From an optimization exercise on the open Yosys and OpenROAD flow, aimed at small area, a short achievable clock period and few clock cycles per item; shortcuts taken in it are not production practice. In this exercise RTL edits were held to simulation tests only and were not proved equivalent to the original.

## geofence
module geofence (clk,reset,X,Y,valid,is_inside);
input           clk;
input           reset;
input   [9:0]   X;
input   [9:0]   Y;
output          valid;
output          is_inside;
reg  [4:0]  cnt;
reg         valid_r;
reg         inside_r;
reg  [9:0]  ox, oy;
reg  signed [10:0] rx [0:6];
reg  signed [10:0] ry [0:6];
reg         rz [0:6];
reg  [2:0]  rk [0:6];
reg         plt [0:6][0:6];    
reg         peq [0:6][0:6];    
reg  signed [10:0] ly;
reg  signed [10:0] sx, sy;
integer i, j, k;
wire in_vtx = (cnt >= 5'd1) && (cnt <= 5'd7);
always @(posedge clk) begin
    if (cnt == 5'd0) begin
        ox <= X;
        oy <= Y;
    end
    if (in_vtx) begin
        rx[0] <= {1'b0, X} - {1'b0, ox};
        ry[0] <= {1'b0, Y} - {1'b0, oy};
        rz[0] <= (X == 10'd0);
    end else begin
        rx[0] <= rx[6];
        ry[0] <= ry[6];
        rz[0] <= rz[6];
    end
    for (i = 1; i < 7; i = i + 1) begin
        rx[i] <= rx[i-1];
        ry[i] <= ry[i-1];
        rz[i] <= rz[i-1];
    end
end
reg        clt [1:6];
reg        ceq [1:6];
reg        newmin;
always @(*) begin
    newmin = 1'b1;
    for (k = 1; k < 7; k = k + 1) begin
        clt[k] = rx[0] < rx[k];
        ceq[k] = rx[0] == rx[k];
        if (k <= cnt - 5'd2) newmin = newmin & clt[k];
    end
end
always @(posedge clk) begin
    for (j = 1; j < 7; j = j + 1)
        if (cnt == j + 2)
            for (i = 0; i < j; i = i + 1) begin
                plt[i][j] <= clt[j-i];
                peq[i][j] <= ceq[j-i];
            end
    if (cnt >= 5'd2 && cnt <= 5'd8 && newmin)
        ly <= ry[0];
end
reg        g [0:6];
reg        lt [0:6][0:6];    
reg  [2:0] rank [0:6];
always @(*) begin
    g[0] = (ry[0] < ly) && !rz[0];
    for (i = 1; i < 7; i = i + 1)
        g[i] = (ry[7-i] < ly) && !rz[7-i];
    for (i = 0; i < 7; i = i + 1)
        for (j = 0; j < 7; j = j + 1) lt[i][j] = 1'b0;
    for (i = 0; i < 7; i = i + 1)
  ...
make LEC_CHECK=0 CAP_MARGIN=20 CORE_MARGIN=2 CORE_UTILIZATION=40 SETUP_SLACK_MARGIN=4.0 SLEW_MARGIN=20 finish   # period 8.0 ns
run.sh (not shown) runs the stock make flow with config.mk's settings and CLKGATE_MAP_FILE= SYNTH_SCRIPT=/design/flow/synth_recipe.tcl, a recipe that flattens the netlist after the stock synthesis.
The first run finished with timing, DRC and antenna clean.
Testbench counts at the start, summed over its fixed seeds: cycles 41,391, items 2,400.
Change:
- SETUP_SLACK_MARGIN: 4.0 -> unset
The new run ran to the end with no violations.
Via count is lower by 3.6%.
Utilization is lower by 2.2 points.
Cell area is lower by 4.6%.
Wire length is lower by 5.9%.
Worst setup slack gets worse by 0.46 ns.

---

Setup of v50:
geofence, a different RTL version from the one above (not shown whole).
For scale: ~2,100 cells after synthesis, about 390 flip-flops, ~21,000 um^2 of cells after synthesis.
## geofence
module geofence (clk,reset,X,Y,valid,is_inside);
input           clk;
input           reset;
input   [9:0]   X;
input   [9:0]   Y;
output          valid;
output          is_inside;
reg  [4:0]  cnt;
reg         ph0, ph2, in_vtx, st7, st9;
reg         valid_r;
reg  [9:0]  ox, oy;
reg  signed [10:0] rx [0:6];
reg  signed [10:0] ry [0:6];
reg         nzr;               
reg         rg [0:6];          
reg         rl [0:6];          
reg  [2:0]  rk [0:6];
reg         pl [1:6][0:5];     
reg         pe [1:6][0:5];     
reg  signed [10:0] sx, sy, hx, hy;
reg         bxp, bxn, byp, byn;    
reg         pr;                
integer i, j, k;
function automatic [10:0] sub10(input [9:0] a, input [9:0] b);
    reg [9:0] g, p, nb;
    integer q, d;
    begin
        nb = ~b;
        g = a & nb;
        p = a | nb;
        for (d = 1; d < 10; d = d * 2)
            for (q = 9; q >= d; q = q - 1) begin
                g[q] = g[q] | (p[q] & g[q-d]);
                p[q] = p[q] & p[q-d];
            end
  ...
Settings: LEC_CHECK=0, ABC_AREA=0, CAP_MARGIN=20, CORE_MARGIN=2, CORE_UTILIZATION=70, CTS_CLUSTER_DIAMETER=90, CTS_CLUSTER_SIZE=26, PLACE_DENSITY=0.85, SETUP_SLACK_MARGIN=4.8, SLEW_MARGIN=20, SYNTH_HIERARCHICAL=1, SYNTH_MINIMUM_KEEP_SIZE=0; clock period 8.0 ns.
Testbench counts of v50, summed over its fixed seeds: cycles 32,845, items 2,400.
#### Input delta (v54 over v50)
- CTS_CLUSTER_DIAMETER: 90 -> 80
- ABC_AREA: 0 -> 1
- CTS_CLUSTER_SIZE: 26 -> 22
Results
v54 ended with every stage complete and zero timing, DRC or antenna violations.
Going from v50 to v54, top fanout value on the critical path went up 7, post-route minimum period went down 0.23 ns, fmax went up 0.021 GHz.
## Diff of input files: v27 against v54
- CTS_CLUSTER_DIAMETER: 80 -> unset
- CTS_CLUSTER_SIZE: 22 -> unset
[summary]
- Re number of input and output port buffers inserted: no difference whatsoever between v27 and v54.
- Re time the final worst path needs with I/O delays and setup: v54 was higher than v27.
- The standard cells in v27 occupy more silicon area than those in v54 do.
- Delta (v27 minus v54): total clock sinks saw little to no change.
- Against v54, total length of routed met3 wires in v27 rose by a few percent.
- Summary of v27 over v54: sequential share of layout area has decreased, post-layout worst setup margin up 0.016 ns, fraction of area in multi-input gates down 1.5 points.

---

## try-lagoon
Starting RTL as in the previous note.
make LEC_CHECK=0 ABC_AREA=1 CAP_MARGIN=20 CORE_MARGIN=2 CORE_UTILIZATION=70 CTS_CLUSTER_DIAMETER=90 CTS_CLUSTER_SIZE=26 PLACE_DENSITY=0.9 SETUP_SLACK_MARGIN=4.8 SLEW_MARGIN=20 SYNTH_HIERARCHICAL=1 SYNTH_MINIMUM_KEEP_SIZE=0 finish   # period 8.0 ns
try-lagoon: flow completed, timing, DRC and antenna clean
Testbench counts of try-lagoon, summed over its fixed seeds: cycles 32,845, items 2,400.
Inputs modified between try-lagoon and try-harbor:
diff --git a/flow/config.mk b/flow/config.mk
--- a/flow/config.mk
+++ b/flow/config.mk
@@ -13,4 +13,4 @@
 export CTS_CLUSTER_SIZE = 26
-export PLACE_DENSITY = 0.9
-export SETUP_SLACK_MARGIN = 4.8
+export PLACE_DENSITY = 0.85
+export SETUP_SLACK_MARGIN = 5.0
 export SLEW_MARGIN = 20
==> comparison <==
Between try-lagoon and try-harbor, the flow reports fmax increasing by a few percent.
Per the comparison of try-harbor with try-lagoon, fraction of layout cells with a size suffix above 1 moved up, setup slack rose 0.20 ns, critical path arrival decreased by 0.14 ns relative to the old numbers, clock distribution area overhead in the final layout flat.
Against try-lagoon as the reference, try-harbor delivers a higher portion of the layout cell area used by non-clock buffers.
Transition time at the pin with the least slew margin is higher on try-lagoon
Against try-lagoon, try-harbor comes in 0.20 ns lower on shortest period the worst path allows.
Between try-harbor and try-lagoon, global-route usage is higher for try-harbor, try-lagoon comes in under that.
From try-harbor to try-lagoon, share of flip-flops with an asynchronous set or reset did not move at all.
Setup changes, try-harbor to try-juniper
diff --git a/flow/config.mk b/flow/config.mk
--- a/flow/config.mk
+++ b/flow/config.mk
@@ -14,3 +14,3 @@
 export PLACE_DENSITY = 0.85
-export SETUP_SLACK_MARGIN = 5.0
+export SETUP_SLACK_MARGIN = 4.8
 export SLEW_MARGIN = 20
Results
Vias per cell: try-juniper vs try-harbor — no meaningful difference. On critical path buffer and inverter count: try-juniper sits below try-harbor. [try-juniper vs try-harbor] sequential cell area: lower in try-juniper. try-juniper ended with less maximum frequency than try-harbor. met1 wire length grows slightly when moving from try-harbor to try-juniper. Remaining global-route overflow came out exactly the same in try-juniper and try-harbor. Global-route wire length before repair was higher in try-harbor than in try-juniper. As of try-juniper, routed length on met2 had fallen by a few percent compared to try-harbor. Diff try-harbor -> try-juniper | layout overhead on the synthesized area | decrease of 2.5 points.

---

## old
Starting RTL as in the previous note.
Design geofence, start of the top module:
module geofence (clk,reset,X,Y,valid,is_inside);
input           clk;
input           reset;
input   [9:0]   X;
input   [9:0]   Y;
output          valid;
output          is_inside;
reg  [4:0]  cnt;
reg         ph0, ph2, in_vtx, st7, st9;
reg         valid_r;
reg  [9:0]  ox, oy;
reg  signed [10:0] rx [0:6];
reg  signed [10:0] ry [0:6];
reg         nzr;               
reg         rg [0:6];          
reg         rl [0:6];          
reg  [2:0]  rk [0:6];
reg         pl [1:6][0:5];     
reg         pe [1:6][0:5];     
reg  signed [10:0] sx, sy, hx, hy;
reg         bxp, bxn, byp, byn;    
reg         pr;                
integer i, j, k;
function automatic [10:0] sub10(input [9:0] a, input [9:0] b);
    reg [9:0] g, p, nb;
    integer q, d;
    begin
        nb = ~b;
        g = a & nb;
        p = a | nb;
        for (d = 1; d < 10; d = d * 2)
            for (q = 9; q >= d; q = q - 1) begin
                g[q] = g[q] | (p[q] & g[q-d]);
                p[q] = p[q] & p[q-d];
            end
        sub10 = {~(g[9] | p[9]), (a ^ nb) ^ {g[8:0] | p[8:0], 1'b1}};
    end
endfunction
  ...
export LEC_CHECK = 0
export ABC_AREA = 1
export CAP_MARGIN = 20
export CORE_MARGIN = 2
export CORE_UTILIZATION = 70
export CTS_CLUSTER_DIAMETER = 90
export CTS_CLUSTER_SIZE = 28
export PLACE_DENSITY = 0.85
export SETUP_SLACK_MARGIN = 4.8
export SLEW_MARGIN = 20
export SYNTH_HIERARCHICAL = 1
export SYNTH_MINIMUM_KEEP_SIZE = 0
create_clock -name core_clock -period 8.0 [get_ports {clk}]
Testbench counts of old, summed over its fixed seeds: cycles 32,845, items 2,400.
> inputs changed (old -> new)
Settings: changing SETUP_SLACK_MARGIN from 4.8 to 5.0; removing CTS_CLUSTER_SIZE (formerly 28); removing CTS_CLUSTER_DIAMETER (formerly 90).
==> comparison <==
Compare old and new | worst setup slack higher: new
In the reports for old and new, the larger register area belongs to new.

re-timing with driven ports:
No port has a modelled driver above. Below, the same layouts with a new extraction and two added sets of constraints. Step 1 assumes that a clkbuf_16 drives the clock port and a buf_2 every other input. Step 2 times the ports against the registers' clock, not the clock port: input delays grow and output delays shrink by t, the midpoint of the rising clock arrivals with the driver on. Slacks: ideal / step 1 / step 2; pairs: ideal / step 1.
run	t, ns	setup slack, ns	worst setup path at the end
the first run of note 1	0.629	3.823 / 3.823 / 3.677	input to register
the second run of note 1	0.611	3.366 / 3.366 / 3.366	register to register
v50	0.575	4.586 / 4.583 / 4.008	input to register
v54	0.600	4.813 / 4.798 / 4.326	input to register
v27	0.589	4.829 / 4.807 / 4.266	input to register
try-lagoon	0.591	4.770 / 4.804 / 4.213	input to register
try-harbor	0.591	4.967 / 4.967 / 4.560	input to register
try-juniper	0.593	4.851 / 4.796 / 4.353	input to register
old	0.589	4.854 / 4.802 / 4.328	input to register
new	0.603	4.921 / 4.921 / 4.555	input to register
After both steps setup and hold are still met in every run listed. The setup slack of v50, which loses most, moves by -0.003 ns with the drivers and by -0.578 ns with both steps.
